Context: an optimization exercise on an open-source flow, tuned for small area. The choices shown serve that exercise and are no tape-out recipe.
No driver is modelled on the clock port, so clock power and skew are understated where the tree is cut down; a real chip needs a root buffer or a tree.
No activity file was given, so power comes from the tool's default toggle rates.

==> flow/design.v <==
module All_Combined(
    input clock, reset,
    output hSync, vSync,
    output [3:0] vgaRed,
    output [3:0] vgaGreen,
    output [3:0] vgaBlue,
    input btnL,
    input btnR,
    input serve,
    input [9:0] serveX,
    input [9:0] serveY,
    input serveDirX,
    input serveDirY
    );
    function automatic ge10(input [9:0] a, input [9:0] c);
        integer i;
        reg r;
        begin
            r = 1'b1;
            for (i = 0; i < 10; i = i + 1)
                r = c[i] ? (a[i] & r) : (a[i] | r);
            ge10 = r;
        end
    endfunction
    function automatic le10(input [9:0] a, input [9:0] c);
        integer i;
        reg r;
        begin
            r = 1'b1;
            for (i = 0; i < 10; i = i + 1)
                r = c[i] ? (~a[i] | r) : (~a[i] & r);
            le10 = r;
        end
    endfunction
    function automatic near10(input [9:0] a, input [9:0] b);
        integer i;
        reg br;
        reg [9:0] d;
        begin
            br = 1'b0;
            for (i = 0; i < 10; i = i + 1) begin
                d[i] = a[i] ^ b[i] ^ br;
                br = (~a[i] & b[i]) | (~(a[i] ^ b[i]) & br);
            end
            near10 = ~br & ~|d[9:4] & ~(d[3] & (d[2] | d[1]));
        end
    endfunction
    reg [9:0] x, y;           
    wire xEnd = x[9] & x[8] & (&x[4:0]);           
    wire yEnd = y[9] & y[3] & y[1] & y[0];         
    wire [9:0] xInc, yInc;
    wire [10:0] xc, yc;
    assign xc[0] = 1'b1;
    assign yc[0] = 1'b1;
    genvar gi;
    generate for (gi = 0; gi < 10; gi = gi + 1) begin : inc
        assign xInc[gi] = x[gi] ^ xc[gi];
        assign yInc[gi] = y[gi] ^ yc[gi];
        assign xc[gi+1] = xc[gi] & x[gi];
        assign yc[gi+1] = yc[gi] & y[gi];
    end endgenerate
    always @(posedge clock or posedge reset)
        if (reset) begin
            x <= 0; y <= 0;
        end else begin
            x <= {xInc[9:8] & ~{2{xEnd}}, xInc[7:6], xInc[5] & ~xEnd, xInc[4:0]};
            if (xEnd) y <= {yInc[9] & ~yEnd, yInc[8:4], yInc[3:2] & ~{2{yEnd}}, yInc[1:0]};
        end
    wire x0 = ~|x;
    assign hSync = ge10(x, 689) & ~(x[9] & x[8] & x[4] & |x[3:0]);
    wire y512 = y[9] & ~|y[3:1];                   
    assign vSync = x0 ? y512 : ((y512 & ~y[0]) | (~y[9] & &y[8:0]));
    reg [9:0] ballX, ballY;
    reg vx, vy;               
    reg vyOn;                 
    reg gameOver;
    reg [4:0] brickOff;       
    reg [6:0] bar;            
    wire tick = x0 && (y == 481);
    wire [6:0] ph;
    wire [7:0] pb;
    assign pb[0] = 1'b0;
    generate for (gi = 0; gi < 7; gi = gi + 1) begin : padsub
        assign ph[gi] = ballX[gi+3] ^ bar[gi] ^ pb[gi];
        assign pb[gi+1] = (~ballX[gi+3] & bar[gi]) | (~(ballX[gi+3] ^ bar[gi]) & pb[gi]);
    end endgenerate
    wire ballFar = ge10(ballX, 1015);              
    wire pad = (~pb[7] & ~|ph[6:3] & ~&ph[2:0]) | ballFar;
    wire r1 = le10(ballX, 52);
    wire r2 = ge10(ballX, 621) & ~ballFar;
    wire r3 = le10(ballY, 42);
    wire yFar = ge10(ballY, 1015);
    wire r4 = ge10(ballY, 451) & ~yFar & pad;
    wire r5 = ge10(ballY, 461) & ~yFar;
    wire [10:0] cx, cy;
    assign cx[0] = tick;
    assign cy[0] = tick & vyOn;
    generate for (gi = 0; gi < 10; gi = gi + 1) begin : mv
        assign cx[gi+1] = cx[gi] & ~(ballX[gi] ^ vx);
        assign cy[gi+1] = cy[gi] & ~(ballY[gi] ^ vy);
    end endgenerate
    always @(posedge clock or posedge reset)
        if (reset) begin
            ballX <= 0; ballY <= 0; vyOn <= 0; gameOver <= 0;
        end else if (serve) begin
            ballX <= serveX; ballY <= serveY; vyOn <= 1; gameOver <= 0;
        end else begin
            ballX <= ballX ^ cx[9:0];
            ballY <= ballY ^ cy[9:0];
            if (!r1 && !r2 && (r3 || r4)) vyOn <= 1;
            if (!r1 && !r2 && !r3 && !r4 && r5) gameOver <= 1;
        end
    always @(posedge clock)
        if (serve) begin
            vx <= serveDirX; vy <= serveDirY;
        end else begin
            if (r1) vx <= 1;
            else if (r2) vx <= 0;
            else if (r3) vy <= 1;
            else if (r4) vy <= 0;
        end
    wire hitRow = le10(ballY, 61);
    wire [4:0] hit;
    assign hit[0] = hitRow & ((ge10(ballX, 61) & le10(ballX, 120)) | ballFar);
    assign hit[1] = hitRow & ge10(ballX, 181) & le10(ballX, 240);
    assign hit[2] = hitRow & ge10(ballX, 301) & le10(ballX, 360);
    assign hit[3] = hitRow & ge10(ballX, 421) & le10(ballX, 480);
    assign hit[4] = hitRow & ge10(ballX, 541) & le10(ballX, 600);
    always @(posedge clock or posedge reset)
        if (reset) brickOff <= 0;
        else brickOff <= brickOff | hit;
    wire barMax = bar[6] & bar[2] & bar[1] & bar[0];     
    wire barDn = btnL & |bar;
    wire barEn = tick & (barDn | (btnR & ~barMax));
    wire [7:0] cb;
    assign cb[0] = barEn;
    generate for (gi = 0; gi < 7; gi = gi + 1) begin : bmv
        assign cb[gi+1] = cb[gi] & (bar[gi] ^ barDn);
    end endgenerate
    always @(posedge clock or posedge reset)
        if (reset) bar <= 0;
        else bar <= bar ^ cb[6:0];
    wire border = (ge10(x, 42) & le10(x, 51) & ge10(y, 42) & le10(y, 471)) |
                  (ge10(x, 42) & le10(x, 631) & ((ge10(y, 32) & le10(y, 42)) | (ge10(y, 471) & le10(y, 480)))) |
                  (ge10(x, 631) & le10(x, 640) & ge10(y, 32) & le10(y, 480));
    wire brickRow = ge10(y, 52) & le10(y, 62);
    wire ng = ~gameOver;
    wire b1 = brickRow & ge10(x, 60) & le10(x, 130) & ~brickOff[0];
    wire b2 = brickRow & ge10(x, 180) & le10(x, 250) & ~brickOff[1];
    wire b3 = brickRow & ge10(x, 300) & le10(x, 370) & ~brickOff[2];
    wire b4 = brickRow & ge10(x, 420) & le10(x, 490) & ~brickOff[3];
    wire b5 = brickRow & ge10(x, 540) & le10(x, 610) & ~brickOff[4];
    wire ball = near10(x, ballX) & near10(y, ballY);
    wire [6:0] bd;
    wire [7:0] bbr;
    assign bbr[0] = 1'b0;
    generate for (gi = 0; gi < 7; gi = gi + 1) begin : barsub
        assign bd[gi] = x[gi+3] ^ bar[gi] ^ bbr[gi];
        assign bbr[gi+1] = (~x[gi+3] & bar[gi]) | (~(x[gi+3] ^ bar[gi]) & bbr[gi]);
    end endgenerate
    wire padl = ~bbr[7] & (~|bd[6:3] | (bd == 7'd8 & ~|x[2:0])) & ge10(y, 460) & le10(y, 465);
    wire cBorder = border;
    wire cObj = ~border & ng;
    wire cb1 = cObj & b1;
    wire cb2 = cObj & ~b1 & b2;
    wire cb3 = cObj & ~b1 & ~b2 & b3;
    wire cb4 = cObj & ~b1 & ~b2 & ~b3 & b4;
    wire cb5 = cObj & ~b1 & ~b2 & ~b3 & ~b4 & b5;
    wire cBall = cObj & ~b1 & ~b2 & ~b3 & ~b4 & ~b5 & ball;
    wire cBar = cObj & ~b1 & ~b2 & ~b3 & ~b4 & ~b5 & ~ball & padl;
    reg qR3;
    always @(posedge clock) qR3 <= cb1 | cb2 | cb5 | cBall | cBar;
    reg qR1;
    always @(posedge clock) qR1 <= cb4 | cb5 | cBall | cBar;
    reg qR0;
    always @(posedge clock) qR0 <= cb1 | cb2 | cb3 | cBall | cBar;
    reg qG1;
    always @(posedge clock) qG1 <= cBorder | cb1 | cBall;
    wire R3 = qR3;
    wire R1 = qR1;
    wire R0 = qR0;
    wire G1 = qG1;
    wire R2 = (R1) | (R0);
    wire G3 = (~R3 & R0) | (R1) | (G1);
    wire G2 = (~R3 & R1) | (R3 & R0) | (G1);
    wire G0 = (~R1 & R0) | (R1 & ~R0) | (G1);
    wire B3 = (R3 & ~R1 & ~G1) | (R1 & ~R0);
    wire B2 = (R3 & ~R1) | (R3 & R0 & ~G1);
    wire B0 = (~R3 & R0) | (R1 & ~R0);
    assign vgaRed = {R3, R2, R1, R0};
    assign vgaGreen = {G3, G2, G1, G0};
    assign vgaBlue = {B3, B2, 1'b0, B0};
endmodule
==> flow/config.mk <==
export PLATFORM = sky130hd
export DESIGN_NAME = All_Combined
export DESIGN_NICKNAME = All_Combined
export VERILOG_FILES = /design/flow/design.v
export SDC_FILE = /design/flow/constraint.sdc
export NUM_CORES = 4
export LEC_CHECK = 0
export CAP_MARGIN = 20
export CORE_MARGIN = 2
export CORE_UTILIZATION = 65
export PLACE_DENSITY = 0.75
export SLEW_MARGIN = 20
==> flow/constraint.sdc <==
create_clock -name core_clock -period 10.0 [get_ports {clock}]
set_input_delay 2.0000 -clock core_clock [delete_from_list [all_inputs] [get_ports {clock}]]
set_output_delay 2.0000 -clock core_clock [all_outputs]
set_load 0.01 [all_outputs]
standard.sh (not shown) runs the stock make flow with config.mk's settings and CLKGATE_MAP_FILE= SYNTH_SCRIPT=/design/flow/synth_recipe.tcl, a recipe that flattens the netlist after the stock synthesis.
==> flow/flow/run.sh <==
#!/bin/bash
# Own layout flow: the standard ORFS flow (standard.sh) with three changes.
#  1. Synthesis: the standard flow's synthesis script, whose ORFS synth.tcl is swapped for a copy that
#     skips the full-adder extraction and maps with the area-oriented ABC script flow/area.abc.
#     Everything up to and including flip-flop mapping is unchanged, so the registers (names,
#     count, cell types) are those of the standard synthesis.
#  2. Port buffers: buf_1 instead of the default buffer cell (every port still gets one).
#  3. Clock tree: flow/cts_hook.tcl replaces the H-tree with one level of clock buffers.
# Each tool's output goes to the ORFS logs under orfs/logs; make's own output to make.log.
set -euo pipefail
W=$(pwd)
F=$W/flow

sed "s#^source \$::env(SCRIPTS_DIR)/synth.tcl\$#source $W/synth_own.tcl#" synth_recipe.tcl > own_synth.tcl
grep -q "source $W/synth_own.tcl" own_synth.tcl

sed "s#^  log_cmd abc {\*}\$abc_args\$#  log_cmd abc -script $F/area.abc {*}\$lib_args {*}\$lib_dont_use_args#" \
  "$FLOW_HOME/scripts/synth.tcl" > synth_own.tcl
grep -q "area.abc" synth_own.tcl

sed "s#SYNTH_SCRIPT=[^ ]*#SYNTH_SCRIPT=$W/own_synth.tcl#" standard.sh > own_standard.sh
grep -q "SYNTH_SCRIPT=$W/own_synth.tcl" own_standard.sh

export ADDER_MAP_FILE=
export BUFFER_PORTS_ARGS="-buffer_cell sky130_fd_sc_hd__buf_1"
export PRE_CTS_TCL=$F/cts_hook.tcl
export CTS_NBUF=4
export CTS_BUFCELL=sky130_fd_sc_hd__clkbuf_8

bash own_standard.sh > make.log 2>&1
Other scripts of this flow, unchanged in this note and not shown: flow/flow/area.abc, flow/flow/cts_hook.tcl
Next try:
--- a/flow/design.v
+++ b/flow/design.v
@@ -107,21 +107,16 @@
         end else begin
             ballX <= ballX ^ cx[9:0];
             ballY <= ballY ^ cy[9:0];
             if (!r1 && !r2 && (r3 || r4)) vyOn <= 1;
             if (!r1 && !r2 && !r3 && !r4 && r5) gameOver <= 1;
         end
-    always @(posedge clock)
-        if (serve) begin
-            vx <= serveDirX; vy <= serveDirY;
-        end else begin
-            if (r1) vx <= 1;
-            else if (r2) vx <= 0;
-            else if (r3) vy <= 1;
-            else if (r4) vy <= 0;
-        end
+    always @(posedge clock) begin
+        vx <= serve ? serveDirX : (r1 | (~r2 & vx));
+        vy <= serve ? serveDirY : ((~r1 & ~r2 & r3) | (vy & (r1 | r2 | ~r4)));
+    end
     wire hitRow = le10(ballY, 61);
     wire [4:0] hit;
     assign hit[0] = hitRow & ((ge10(ballX, 61) & le10(ballX, 120)) | ballFar);
     assign hit[1] = hitRow & ge10(ballX, 181) & le10(ballX, 240);
     assign hit[2] = hitRow & ge10(ballX, 301) & le10(ballX, 360);
     assign hit[3] = hitRow & ge10(ballX, 421) & le10(ballX, 480);
@@ -169,25 +164,25 @@
     wire cBall = cObj & ~b1 & ~b2 & ~b3 & ~b4 & ~b5 & ball;
     wire cBar = cObj & ~b1 & ~b2 & ~b3 & ~b4 & ~b5 & ~ball & padl;
     reg qR3;
     always @(posedge clock) qR3 <= cb1 | cb2 | cb5 | cBall | cBar;
     reg qR1;
     always @(posedge clock) qR1 <= cb4 | cb5 | cBall | cBar;
-    reg qR0;
-    always @(posedge clock) qR0 <= cb1 | cb2 | cb3 | cBall | cBar;
     reg qG1;
     always @(posedge clock) qG1 <= cBorder | cb1 | cBall;
+    reg qG0;
+    always @(posedge clock) qG0 <= cBorder | cb1 | cb2 | cb3 | cb4 | cb5 | cBall;
     wire R3 = qR3;
     wire R1 = qR1;
-    wire R0 = qR0;
     wire G1 = qG1;
-    wire R2 = (R1) | (R0);
-    wire G3 = (~R3 & R0) | (R1) | (G1);
-    wire G2 = (~R3 & R1) | (R3 & R0) | (G1);
-    wire G0 = (~R1 & R0) | (R1 & ~R0) | (G1);
-    wire B3 = (R3 & ~R1 & ~G1) | (R1 & ~R0);
-    wire B2 = (R3 & ~R1) | (R3 & R0 & ~G1);
-    wire B0 = (~R3 & R0) | (R1 & ~R0);
+    wire G0 = qG0;
+    wire R2 = (R3) | (~G1 & G0);
+    wire R0 = (R3 & G1) | (R3 & ~G0) | (~R1 & ~G1 & G0);
+    wire G3 = (~R3 & G0) | (R1) | (G1);
+    wire G2 = ~((~R3 & ~R1 & ~G1) | (R3 & R1 & ~G1 & G0));
+    wire B3 = (~R3 & R1) | (R3 & ~G1 & G0);
+    wire B2 = (R3 & ~R1) | (R3 & ~G0);
+    wire B0 = (~R3 & ~G1 & G0) | (R1 & ~G1 & G0);
     assign vgaRed = {R3, R2, R1, R0};
     assign vgaGreen = {G3, G2, G1, G0};
     assign vgaBlue = {B3, B2, 1'b0, B0};
 endmodule
Outcome: Final area climbs by 0.71%. Combinational power drops by 25%. Via count climbs by 5.2%. Utilization climbs by 0.50 points. Global-route usage climbs by 1.2 points. Register-to-register slack gains 0.16 ns.
Function was not checked in any run of this note: the RTL went through the layout flow alone. In every run of this note, the design's own scripts or RTL, not TritonCTS, make the clock network.

==> re-timing with driven ports <==
The results above use ideal ports. As a check the final layouts listed here were re-extracted and re-timed, cells and wires unchanged. Step 1, drivers: a clkbuf_16 drives clock and a buf_2 each remaining input, both assumed. Step 2, shift: input delay + t, output delay - t, t = (earliest + latest rising clock arrival at the registers) / 2. This alone moves slack from input paths to output paths. a / b / c = ideal / step 1 / step 2; a / b = the first two.
| run | t, ns | setup slack, ns | hold slack, ns |
|---|---|---|---|
| the first run | 0.224 | 5.883 / 5.883 / 5.732 | 0.504 / 0.504 / 0.504 |
| the second run | 0.222 | 5.910 / 5.843 / 5.899 | 0.482 / 0.482 / 0.482 |
After both steps setup and hold are still met in every run listed. For the first run, which loses most, drivers alone change the setup slack by 0.000 ns; drivers and shift together by -0.151 ns.
